This design comes from an exercise in tuning for small area and a short achievable clock period on the open sky130 flow, not from production work.
RTL that was checked went through simulation tests only; none was proved equivalent to the original.
Power is estimated from default activity; no workload was simulated.

Design top, start of the top module:
module top(
	input clk,
	input rst,
	input [64-1:0] data_input,
	input read_enable,
	input write_enable,
	output [64-1:0] data_output,
	output empty,
	output full
);
fifo #(
	.DATA_WIDTH(64),  
	.ADDR_WIDTH(3))
	fifo(	clk,
			rst,
			data_input,
			read_enable,
			write_enable,
			data_output,
			empty,
			full
			);
endmodule
export LEC_CHECK = 0
export CAP_MARGIN = 20
export CORE_MARGIN = 2
export CORE_UTILIZATION = 40
export SETUP_SLACK_MARGIN = 1.4
export SLEW_MARGIN = 20
export SYNTH_HIERARCHICAL = 1
export SYNTH_MINIMUM_KEEP_SIZE = 0
create_clock -name core_clock -period 3.1 [get_ports {clk}]
standard.sh (not shown) runs the stock make flow with config.mk's settings and CLKGATE_MAP_FILE= SYNTH_SCRIPT=/design/flow/synth_recipe.tcl, a recipe that flattens the netlist after the stock synthesis.
==> flow/flow/run.sh <==
#!/bin/bash
# The standard layout, with the ports buffered by small plain buffers
# (buffer_ports would otherwise pick a slow delay cell); repair may upsize them.
set -euo pipefail
export BUFFER_PORTS_ARGS="-buffer_cell sky130_fd_sc_hd__buf_1"
bash standard.sh > standard.log 2>&1
Change:
- CTS_CLUSTER_DIAMETER: unset -> 120
- CTS_CLUSTER_SIZE: unset -> 30
Result: Clock skew stays flat. Cell area decreases by 6.4%. Sequential share of layout area increases by 3.1 points. Register-to-register slack stays flat. Hold slack gains 0.027 ns. Wire length decreases by about 2%.
Change:
- CTS_CLUSTER_DIAMETER: 120 -> unset
- CTS_CLUSTER_SIZE: 30 -> unset
- SETUP_SLACK_MARGIN: 1.4 -> 1.2
After rerunning: Wire length is lower by 26%. Hold slack is worse by 0.094 ns. Utilization is lower by 4.1 points. Maximum frequency is lower by 2.7%. Sequential share of layout area is higher by 3.9 points. Power is higher by 28%. Combinational power is lower by 20%. Die area is unchanged. Synthesized cell count does not change. Design area is lower by 8.4%. Global-route usage is lower by 2.1 points.
No run of this note included a check of the RTL's function; only the layout flow was run.


Another version of the RTL of top (not shown whole).
Size in the first run: about 21,000 um2 of cells after synthesis.
==> flow/config.mk <==
export PLATFORM = sky130hd
export DESIGN_NAME = top
export DESIGN_NICKNAME = top
export VERILOG_FILES = /design/flow/design.v
export SDC_FILE = /design/flow/constraint.sdc
export NUM_CORES = 4
export LEC_CHECK = 0
export CAP_MARGIN = 20
export CORE_MARGIN = 2
export CORE_UTILIZATION = 40
export CTS_CLUSTER_DIAMETER = 80
export CTS_CLUSTER_SIZE = 20
export PLACE_DENSITY = 0.7
export SETUP_SLACK_MARGIN = 1.3
export SLEW_MARGIN = 20
export SYNTH_HIERARCHICAL = 1
export SYNTH_MINIMUM_KEEP_SIZE = 0
==> flow/constraint.sdc <==
create_clock -name core_clock -period 3.1 [get_ports {clk}]
set_input_delay 0.6200 -clock core_clock [delete_from_list [all_inputs] [get_ports {clk}]]
set_output_delay 0.6200 -clock core_clock [all_outputs]
set_load 0.01 [all_outputs]
Scripts as last shown in full above: flow/flow/run.sh
Next try:
PLACE_DENSITY = unset   (was 0.7)
SETUP_SLACK_MARGIN = 1.5   (was 1.3)
After rerunning: Critical path depth increases by 1; synthesized cell count does not change; clock power falls by about 1%; final area rises by 5.8%; routed wire length went up by 11%; register-to-register slack barely changes.
Next try:
SETUP_SLACK_MARGIN = 1.2   (was 1.5)
What happened: Power shrinks by 0.34%; utilization falls by 2.3 points; area after synthesis is unchanged; clock skew grows by 0.0060 ns; global-route usage shrinks by 0.15 points; non-clock buffer count falls by 48; via count falls by 2.0%; routed wire length decreases by 6.0%; final area came out lower by 5.0%.
Next try:
SETUP_SLACK_MARGIN = 1.6   (was 1.2)
Utilization came out higher by 2.8 points.
Via count increases by 3.1%.
Worst hold slack is worse by 0.36 ns.
Total power increases by 0.90%.
Next try:
CTS_BUF_LIST = sky130_fd_sc_hd__clkbuf_8   (was unset)
CTS_CLUSTER_DIAMETER = 60   (was 80)
CTS_CLUSTER_SIZE = 14   (was 20)
SETUP_SLACK_MARGIN = 1.4   (was 1.6)
=> Global-route usage falls by 2.4 points; total power falls by about 7%; combinational power falls by 43%; clock-buffer cell count rises by 16; synthesized cell count is unchanged; routed wire length falls by 8.8%; critical path depth falls by 7; setup slack is better by 0.0067 ns; clock skew rises by 0.015 ns; design area falls by 4.3%; maximum frequency rises by 0.36%.
Next try:
CTS_BUF_LIST = unset   (was sky130_fd_sc_hd__clkbuf_8)
CTS_CLUSTER_DIAMETER = 80   (was 60)
CTS_CLUSTER_SIZE = 20   (was 14)
=>
- power grows by a few percent
- flip-flop and latch count does not change
- via count stays flat
- wire length rises slightly
- final area barely changes
- worst setup slack improves by 0.10 ns


trial 28:
The RTL this note starts from:
==> flow/design.v <==
module fifo
	#(
		parameter DATA_WIDTH = 64,  
		parameter ADDR_WIDTH = 5
	)
	(
		input logic								clk,
		input logic								rst,
		input logic		[DATA_WIDTH-1:0] 		data_input,
		input logic								read_enable_input,
		input logic								write_enable_input,
		output logic	[DATA_WIDTH-1:0]		data_output,
		output logic							empty,
		output logic							full
	);
	localparam FIFO_SIZE = (1 << ADDR_WIDTH);
	reg [ADDR_WIDTH-1:0] head_ptr;	 
	reg [ADDR_WIDTH-1:0] tail_ptr;	 
	reg                  not_empty_r;	 
	reg                  full_r;
	wire read_enable  = read_enable_input  && not_empty_r;
	wire write_enable = write_enable_input && !full_r;
	wire [ADDR_WIDTH-1:0] head_inc = head_ptr + 1'b1;
	wire [ADDR_WIDTH-1:0] tail_inc = tail_ptr + 1'b1;
	assign empty = !not_empty_r;
	assign full  = full_r;
	always @(posedge clk, posedge rst) begin
		if (rst) begin
			head_ptr <= 0;
			tail_ptr <= 0;
			not_empty_r <= 1'b0;
			full_r   <= 1'b0;
		end else begin
			if (read_enable)
				head_ptr <= head_inc;
			if (write_enable)
				tail_ptr <= tail_inc;
			if (read_enable && !write_enable) begin
				not_empty_r <= (head_inc != tail_ptr);
				full_r  <= 1'b0;
			end else if (write_enable && !read_enable) begin
				not_empty_r <= 1'b1;
				full_r  <= (tail_inc == head_ptr);
			end
		end
	end
	wire [FIFO_SIZE-1:0] wsel, wsel_n, rsel;
	wire                 rhold = !read_enable;
	genvar i;
	generate
		for (i = 0; i < FIFO_SIZE; i = i + 1) begin : dec
			assign wsel[i]   = write_enable && (tail_ptr == i);
			assign wsel_n[i] = !wsel[i];
			assign rsel[i]   = read_enable && (head_ptr == i);
		end
	endgenerate
	wire [DATA_WIDTH-1:0] mem_q [0:FIFO_SIZE-1];
	generate
		for (i = 0; i < FIFO_SIZE; i = i + 1) begin : entry
			reg  [DATA_WIDTH-1:0] word;
			wire [DATA_WIDTH-1:0] word_d;
			fifo_ao22 #(.W(DATA_WIDTH)) hold_mux (
				.a(data_input), .sa(wsel[i]),
				.b(word),       .sb(wsel_n[i]),
				.y(word_d));
			always @(posedge clk)
				word <= word_d;
			assign mem_q[i] = word;
		end
	endgenerate
	wire [DATA_WIDTH-1:0] rd_n0, rd_n1, rd_n2, rd_word;
	fifo_aoi222 #(.W(DATA_WIDTH)) rd_g0 (
		.a(mem_q[0]), .sa(rsel[0]),
		.b(mem_q[1]), .sb(rsel[1]),
		.c(mem_q[2]), .sc(rsel[2]),
		.y(rd_n0));
	fifo_aoi222 #(.W(DATA_WIDTH)) rd_g1 (
		.a(mem_q[3]), .sa(rsel[3]),
		.b(mem_q[4]), .sb(rsel[4]),
		.c(mem_q[5]), .sc(rsel[5]),
		.y(rd_n1));
	fifo_aoi222 #(.W(DATA_WIDTH)) rd_g2 (
		.a(mem_q[6]),    .sa(rsel[6]),
		.b(mem_q[7]),    .sb(rsel[7]),
		.c(data_output), .sc(rhold),
		.y(rd_n2));
	fifo_nand3 #(.W(DATA_WIDTH)) rd_g3 (
		.a(rd_n0), .b(rd_n1), .c(rd_n2), .y(rd_word));
	always @(posedge clk)
		data_output <= rd_word;
endmodule  
module fifo_ao22 #(parameter W = 1) (
	input  [W-1:0] a,
	input          sa,
	input  [W-1:0] b,
	input          sb,
	output [W-1:0] y
);
	assign y = ({W{sa}} & a) | ({W{sb}} & b);
endmodule
module fifo_aoi222 #(parameter W = 1) (
	input  [W-1:0] a,
	input          sa,
	input  [W-1:0] b,
	input          sb,
	input  [W-1:0] c,
	input          sc,
	output [W-1:0] y
);
	assign y = ~(({W{sa}} & a) | ({W{sb}} & b) | ({W{sc}} & c));
endmodule
module fifo_nand3 #(parameter W = 1) (
	input  [W-1:0] a,
	input  [W-1:0] b,
	input  [W-1:0] c,
	output [W-1:0] y
);
	assign y = ~(a & b & c);
endmodule
module top(
	input clk,
	input rst,
	input [64-1:0] data_input,
	input read_enable,
	input write_enable,
	output [64-1:0] data_output,
	output empty,
	output full
);
fifo #(
	.DATA_WIDTH(64),  
	.ADDR_WIDTH(3))
	fifo(	clk,
			rst,
			data_input,
			read_enable,
			write_enable,
			data_output,
			empty,
			full
			);
endmodule
==> flow/config.mk <==
export PLATFORM = sky130hd
export DESIGN_NAME = top
export DESIGN_NICKNAME = top
export VERILOG_FILES = /design/flow/design.v
export SDC_FILE = /design/flow/constraint.sdc
export NUM_CORES = 4
export LEC_CHECK = 0
export CAP_MARGIN = 20
export CORE_MARGIN = 2
export CORE_UTILIZATION = 40
export CTS_CLUSTER_DIAMETER = 120
export CTS_CLUSTER_SIZE = 30
export SETUP_SLACK_MARGIN = 1.2
export SLEW_MARGIN = 20
export SYNTH_HIERARCHICAL = 1
export SYNTH_MINIMUM_KEEP_SIZE = 0
==> flow/constraint.sdc <==
create_clock -name core_clock -period 3.1 [get_ports {clk}]
set_input_delay 0.6200 -clock core_clock [delete_from_list [all_inputs] [get_ports {clk}]]
set_output_delay 0.6200 -clock core_clock [all_outputs]
set_load 0.01 [all_outputs]
Scripts as last shown in full above: flow/flow/run.sh
Trial 28 finished every step from synthesis to the final layout, and the layout passed the timing, design-rule and antenna checks.
## Diff of input files: trial 66 against trial 28
- clearing CTS_CLUSTER_SIZE, which used to be 30
- clearing CTS_CLUSTER_DIAMETER, which used to be 120
==> comparison <==
Compared with trial 28, in trial 66 largest stage delay on the critical path climbed 0.04 ns; flip-flop and latch area barely changed; maximum fanout encountered on the critical timing path climbed 4. Trial 66 finished every stage and its layout cleared the timing, design-rule and antenna checks. Diff trial 28 -> trial 66 | clock period minus worst slack | decrease of 0.11 ns. | multi-input combinational cell count | trial 66 vs trial 28 | ≈ equal |. Compare trial 28 and trial 66 | final critical-path setup slack lower: trial 28. Worst hold slack (trial 66 over trial 28): decrease, 0.015 ns.

-- what the ideal ports hide --
Ports are ideal in the flow. The routed layouts listed here were re-timed in OpenROAD. Step 1: set_driving_cell puts a clkbuf_16 on clk and a buf_2 on each other input, an assumption about the parent block. Step 2 adds t to the input delays and takes it off the output delays; t is the mean of the earliest and latest rising clock arrival at the registers after step 1. Input paths then give back, and output paths get back, about the clock's delay inside the block. Three values: ideal ports, drivers, drivers and shift; two values: the first two.
run | t (ns) | setup slack, ns | clock arrival spread, ns
the first run of note 1 | 0.671 | 1.206 / 1.149 / 0.838 | 0.019 / 0.019
the second run of note 1 | 0.645 | 1.212 / 1.162 / 0.820 | 0.018 / 0.019
the third run of note 1 | 0.661 | 1.160 / 1.132 / 0.625 | 0.031 / 0.032
the first run of note 2 | 0.615 | 1.324 / 1.268 / 0.796 | 0.015 / 0.015
the second run of note 2 | 0.619 | 1.341 / 1.279 / 0.888 | 0.019 / 0.019
the third run of note 2 | 0.629 | 1.239 / 1.183 / 0.703 | 0.028 / 0.029
the fourth run of note 2 | 0.629 | 1.250 / 1.246 / 0.915 | 0.020 / 0.021
the fifth run of note 2 | 0.712 | 1.257 / 1.199 / 0.956 | 0.037 / 0.037
the sixth run of note 2 | 0.631 | 1.361 / 1.295 / 0.988 | 0.031 / 0.031
trial 28 | 0.644 | 1.087 / 1.087 / 0.666 | 0.041 / 0.040
trial 66 | 0.685 | 1.193 / 1.183 / 0.736 | 0.020 / 0.020
After both steps every run listed still meets setup and hold. For the third run of note 2, which loses most, drivers alone change the setup slack by -0.056 ns; drivers and shift together by -0.536 ns.
